This is an optimization exercise on Yosys and OpenROAD, whose aim is small area, a short achievable clock period and few clock cycles, not a production implementation.
At most, simulation tests tie the RTL to the original design; equivalence was not proved.

// matrix_cpu
module matrix_cpu (
    input  wire         clk,
    input  wire         reset,
    input  wire         start,
    output wire         done,
    output wire [3:0]   imem_addr,
    input  wire [26:0]  imem_data,
    output wire [6:0]   mem_rd1_addr,
    input  wire [255:0] mem_rd1_data,
    output wire [6:0]   mem_rd2_addr,
    input  wire [255:0] mem_rd2_data,
    output wire         mem_we,
    output wire [6:0]   mem_waddr,
    output wire [255:0] mem_wdata
);
export LEC_CHECK = 0
export CAP_MARGIN = 10
export CORE_MARGIN = 2
export CORE_UTILIZATION = 55
export CTS_CLUSTER_DIAMETER = 90
export CTS_CLUSTER_SIZE = 22
export SLEW_MARGIN = 10
create_clock -name core_clock -period 11.0 [get_ports {clk}]
standard.sh (not shown) runs the stock make flow with config.mk's settings and CLKGATE_MAP_FILE= SYNTH_SCRIPT=/design/flow/synth_recipe.tcl, a recipe that flattens the netlist after the stock synthesis.
==> flow/flow/run.sh <==
#!/bin/bash
set -euo pipefail
export SETUP_SLACK_MARGIN=6.4
export BUFFER_PORTS_ARGS="-buffer_cell sky130_fd_sc_hd__buf_1"
bash standard.sh > make.log 2>&1
Testbench counts at the start, summed over its fixed seeds: cycles 12,545.
Edit:
--- a/flow/flow/run.sh
+++ b/flow/flow/run.sh
@@ -3 +3 @@
-export SETUP_SLACK_MARGIN=6.4
+export SETUP_SLACK_MARGIN=6.2
PLACE_DENSITY = 0.7   (was unset)
What happened: The changed run completed and failed the layout checks on slew limit. Fmax decreases by 3.5%. Die area stays the same. Global-route usage is lower by 1.0 points.
Edit:
==> flow/flow/run.sh (replaced) <==
#!/bin/bash
set -euo pipefail
export SETUP_SLACK_MARGIN=6.0
export BUFFER_PORTS_ARGS="-buffer_cell sky130_fd_sc_hd__buf_2"
bash standard.sh > make.log 2>&1
PLACE_DENSITY = unset   (was 0.7)
Outcome:
- Now the flow went through all stages and came out clean
- global-route usage decreases by 2.5 points
- hold slack is worse by 0.027 ns
- clock skew is about the same
Edit:
==> flow/flow/run.sh (replaced) <==
#!/bin/bash
set -euo pipefail
export SETUP_SLACK_MARGIN=6.0
export BUFFER_PORTS_ARGS="-buffer_cell sky130_fd_sc_hd__buf_1"
bash standard.sh > make.log 2>&1
The changed run passed the timing, DRC and antenna checks.
Wire length climbs by 2.0%.
Design area drops by 0.98%.
Core utilization drops by 0.60 points.
Global-route usage climbs by 0.85 points.
Edit:
==> flow/flow/run.sh (replaced) <==
#!/bin/bash
set -euo pipefail
export SETUP_SLACK_MARGIN=6.5
bash standard.sh > make.log 2>&1
CAP_MARGIN = 20   (was 10)
CTS_CLUSTER_DIAMETER = unset   (was 90)
CTS_CLUSTER_SIZE = unset   (was 22)
SLEW_MARGIN = 20   (was 10)
Effect: The changed run passed the timing, DRC and antenna checks; die area does not change; cell area came out higher by 12%; worst hold slack improves by 0.0054 ns; first-iteration DRC count is higher by 10%; clock-buffer cell count goes up by 122; sequential cell count does not change.


Setup of job 6572:
matrix_cpu, a different RTL version from the one above (not shown whole).
Size in the first run: about 12,000 cells after synthesis, about 1,300 flip-flops, about 830 I/O pins, about 0.11 sq mm of cells after synthesis.
Settings: LEC_CHECK=0, CAP_MARGIN=20, CORE_MARGIN=2, CORE_UTILIZATION=55, CTS_BUF_LIST=sky130_fd_sc_hd__clkbuf_8, SLEW_MARGIN=20; clock period 11.0 ns.
==> flow/flow/run.sh <==
#!/bin/bash
set -euo pipefail
export SETUP_SLACK_MARGIN=6.0
export BUFFER_PORTS_ARGS="-buffer_cell sky130_fd_sc_hd__buf_2"
bash standard.sh > make.log 2>&1
Job 6572: done, clean on timing, DRC and antenna
--- input diff job 6572..job 1915 ---
diff --git a/flow/config.mk b/flow/config.mk
--- a/flow/config.mk
+++ b/flow/config.mk
@@ -11 +10,0 @@
-export CTS_BUF_LIST = sky130_fd_sc_hd__clkbuf_8
==> run notes <==
Changes observed in job 1915 relative to job 6572: via count stayed essentially flat; setup slack rose by 0.15 ns; hold slack rose by 0.0092 ns.
Here is what was changed in the inputs of job 8490 compared with job 1915.
diff --git a/flow/config.mk b/flow/config.mk
--- a/flow/config.mk
+++ b/flow/config.mk
@@ -8 +8 @@
-export CAP_MARGIN = 20
+export CAP_MARGIN = 10
@@ -11 +11,3 @@
-export SLEW_MARGIN = 20
+export CTS_CLUSTER_DIAMETER = 90
+export CTS_CLUSTER_SIZE = 22
+export SLEW_MARGIN = 10
==> run notes <==
Job 8490: done, clean on timing, DRC and antenna. Compared with job 1915, job 8490 shows a lower global-route wire length before repair. Relative area of clock buffers and inverters in the final design was lower in the run labelled job 8490. Worst reg-to-reg setup slack down 0.05 ns in job 8490 wrt job 1915.
Function was not checked in any run of this note: the RTL went through the layout flow alone.


matrix_cpu, a different RTL version from the one above (not shown whole).
Size: roughly 830 I/O pins, ~0.11 mm^2 of cells after synthesis.
Settings: LEC_CHECK=0, CAP_MARGIN=20, CORE_MARGIN=2, CORE_UTILIZATION=65, SLEW_MARGIN=20; clock period 11.0 ns.
==> flow/flow/run.sh <==
#!/bin/bash
set -euo pipefail
export SETUP_SLACK_MARGIN=6.2
export BUFFER_PORTS_ARGS="-buffer_cell sky130_fd_sc_hd__buf_2"
bash standard.sh > make.log 2>&1
The baseline passed the timing, DRC and antenna checks.
Rerun with:
==> flow/flow/run.sh (replaced) <==
#!/bin/bash
set -euo pipefail
export SETUP_SLACK_MARGIN=6.0
export BUFFER_PORTS_ARGS="-buffer_cell sky130_fd_sc_hd__buf_1"
bash standard.sh > make.log 2>&1
CAP_MARGIN = 10   (was 20)
CORE_UTILIZATION = 55   (was 65)
CTS_CLUSTER_DIAMETER = 90   (was not set)
CTS_CLUSTER_SIZE = 22   (was not set)
SLEW_MARGIN = 10   (was 20)
Outcome: Sequential cell count stays the same. Utilization shrinks by 14 points. First-iteration DRC count came out lower by about a fifth. Non-clock buffer count drops by 29. Cell area went down by a few percent. Die area climbs by about a fifth.
No run of this note included a check of the RTL's function; only the layout flow was run.


matrix_cpu with an RTL version that a note above also has.
For scale: about 830 I/O pins, ~0.11 mm^2 of cells after synthesis.
export LEC_CHECK = 0
export CAP_MARGIN = 20
export CORE_MARGIN = 2
export CORE_UTILIZATION = 55
export SLEW_MARGIN = 20
create_clock -name core_clock -period 11.0 [get_ports {clk}]
==> flow/flow/run.sh <==
#!/bin/bash
set -euo pipefail
export SETUP_SLACK_MARGIN=6.3
export BUFFER_PORTS_ARGS="-buffer_cell sky130_fd_sc_hd__buf_2"
bash standard.sh > make.log 2>&1
Testbench counts at the start, summed over its fixed seeds: cycles 12,545.
Next try:
--- a/flow/flow/run.sh
+++ b/flow/flow/run.sh
@@ -3 +3 @@
-export SETUP_SLACK_MARGIN=6.3
+export SETUP_SLACK_MARGIN=6.0
What happened: Register-to-register slack got worse by 0.07 ns; wire length decreases by 7.6%; design area falls by 4.2%.


Another version of the RTL of matrix_cpu (not shown whole).
Size: ~12000 cells after synthesis, about 1300 flip-flops, ~830 I/O pins, ~110000 um2 of cells after synthesis.
Settings: LEC_CHECK=0, CAP_MARGIN=30, CORE_MARGIN=2, CORE_UTILIZATION=55, CTS_CLUSTER_DIAMETER=90, CTS_CLUSTER_SIZE=22, SLEW_MARGIN=30; clock period 11.0 ns.
==> flow/flow/run.sh <==
#!/bin/bash
set -euo pipefail
export SETUP_SLACK_MARGIN=6.35
export BUFFER_PORTS_ARGS="-buffer_cell sky130_fd_sc_hd__buf_1"
bash standard.sh > make.log 2>&1
The first run passed the timing, DRC and antenna checks.
Testbench counts at the start, summed over its fixed seeds: cycles 12,545.
==> next run, changes <==
--- a/flow/flow/run.sh
+++ b/flow/flow/run.sh
@@ -3 +3 @@
-export SETUP_SLACK_MARGIN=6.35
+export SETUP_SLACK_MARGIN=6.2
What happened: Core utilization drops by 1.5 points; clock-buffer cell count rose by 1; via count shrinks by about 3%; routed wire length drops by about 5%.
==> next run, changes <==
--- a/flow/flow/run.sh
+++ b/flow/flow/run.sh
@@ -3 +3 @@
-export SETUP_SLACK_MARGIN=6.2
+export SETUP_SLACK_MARGIN=6.0
Settings changed: CAP_MARGIN 30 to 10, SLEW_MARGIN 30 to 10.
What happened:
- The new run finished with timing, DRC and antenna clean
- synthesized area stays the same
- global-route usage drops by 0.38 points
- critical path depth climbs by 7
- die area is unchanged
- setup slack loses 0.28 ns
- via count drops by 1.8%
- hold slack gains 0.011 ns
==> next run, changes <==
--- a/flow/flow/run.sh
+++ b/flow/flow/run.sh
@@ -3 +3 @@
-export SETUP_SLACK_MARGIN=6.0
+export SETUP_SLACK_MARGIN=6.2
Settings changed: CAP_MARGIN 10 to 40, SLEW_MARGIN 10 to 40.
What happened: Final cell count stays flat; register-to-register slack gets better by 0.14 ns; global-route usage rose by 0.26 points; sequential cell count does not change; synthesized cell count is unchanged.
==> next run, changes <==
Settings changed: CAP_MARGIN 40 to 10, SLEW_MARGIN 40 to 10.
Area after synthesis is unchanged.
Clock skew shrinks by 0.0033 ns.
First-iteration DRC count grows by 8.9%.
Via count grows by 0.43%.
Register-to-register slack stays flat.
Worst hold slack barely changes.


main:
matrix_cpu with an RTL version that a note above also has.
Size in the first run: roughly 1300 flip-flops, about 830 I/O pins, ~110000 µm² of cells after synthesis.
export LEC_CHECK = 0
export CAP_MARGIN = 10
export CORE_MARGIN = 2
export CORE_UTILIZATION = 50
export CTS_CLUSTER_DIAMETER = 90
export CTS_CLUSTER_SIZE = 22
export SLEW_MARGIN = 10
create_clock -name core_clock -period 11.0 [get_ports {clk}]
==> flow/flow/run.sh <==
#!/bin/bash
set -euo pipefail
export SETUP_SLACK_MARGIN=6.0
export BUFFER_PORTS_ARGS="-buffer_cell sky130_fd_sc_hd__buf_1"
bash standard.sh > make.log 2>&1
Testbench counts of main, summed over its fixed seeds: cycles 12,545.
Changes in the feature branch relative to main:
Settings: CAP_MARGIN changed from 10 to 20; CTS_CLUSTER_DIAMETER removed (was 90); SLEW_MARGIN changed from 10 to 20; CTS_CLUSTER_SIZE removed (was 22); CORE_UTILIZATION changed from 50 to 65.
==> flow/flow/run.sh <==
#!/bin/bash
set -euo pipefail
export SETUP_SLACK_MARGIN=6.0
export BUFFER_PORTS_ARGS="-buffer_cell sky130_fd_sc_hd__buf_2"
bash standard.sh > make.log 2>&1
==> run notes <==
Going from main to the feature branch, routed length on met3 picked up an extra 11000 µm, path depth of the worst reg2reg path lost 2, required time reported for the critical path endpoint neither gained nor lost much.
Looking at number of clock buffer instances in the layout, the feature branch sits about 90% above main.
The feature branch against main: starting utilization of the core area rose by 15 points.

==> port drivers added, routing unchanged <==
Ports are ideal in the flow. The routed layouts listed here were re-timed in OpenROAD.
Step 1 sets driving cells, clkbuf_16 on the clock port and buf_2 on the other inputs (assumed; they add their load-dependent delay and slew).
Step 2 adds t to the input delays and takes it off the output delays; t is the mean of the earliest and latest rising clock arrival at the registers after step 1. Input paths then give back, and output paths get back, about the clock's delay inside the block.
Slacks: ideal / step 1 / step 2; pairs: ideal / step 1.
| run | shift t [ns] | setup slack, ns | pins driven straight from the clock port |
|---|---|---|---|
| the first run of note 1 | 0.901 | 6.085 / 6.085 / 5.447 | 1 |
| the second run of note 1 | 0.901 | 5.907 / 5.983 / 5.082 | 1 |
| the third run of note 1 | 0.897 | 5.945 / 5.884 / 4.987 | 1 |
| the fourth run of note 1 | 0.884 | 5.989 / 5.982 / 5.183 | 1 |
| the fifth run of note 1 | 0.968 | 6.155 / 6.155 / 5.478 | 1 |
| job 6572 | 1.153 | 5.780 / 5.825 / 4.672 | 1 |
| job 1915 | 0.955 | 5.925 / 5.973 / 5.018 | 1 |
| job 8490 | 0.877 | 5.935 / 5.935 / 5.117 | 1 |
| the first run of note 3 | 0.936 | 6.026 / 5.948 / 5.011 | 1 |
| the second run of note 3 | 0.903 | 5.790 / 5.856 / 4.953 | 1 |
| the first run of note 4 | 0.966 | 6.087 / 6.087 / 5.354 | 1 |
| the second run of note 4 | 0.947 | 6.019 / 5.953 / 5.007 | 1 |
| the first run of note 5 | 0.916 | 6.151 / 6.117 / 5.450 | 1 |
| the second run of note 5 | 0.881 | 6.188 / 6.100 / 5.376 | 1 |
| the third run of note 5 | 0.908 | 5.907 / 5.972 / 5.065 | 1 |
| the fourth run of note 5 | 0.902 | 6.179 / 6.109 / 5.356 | 1 |
| the fifth run of note 5 | 0.900 | 6.074 / 6.094 / 5.245 | 1 |
| main | 0.913 | 5.932 / 5.966 / 5.092 | 1 |
| the feature branch | 0.942 | 5.906 / 5.957 / 5.015 | 1 |
For job 6572, which loses most, drivers alone change the setup slack by +0.045 ns; drivers and shift together by -1.108 ns.
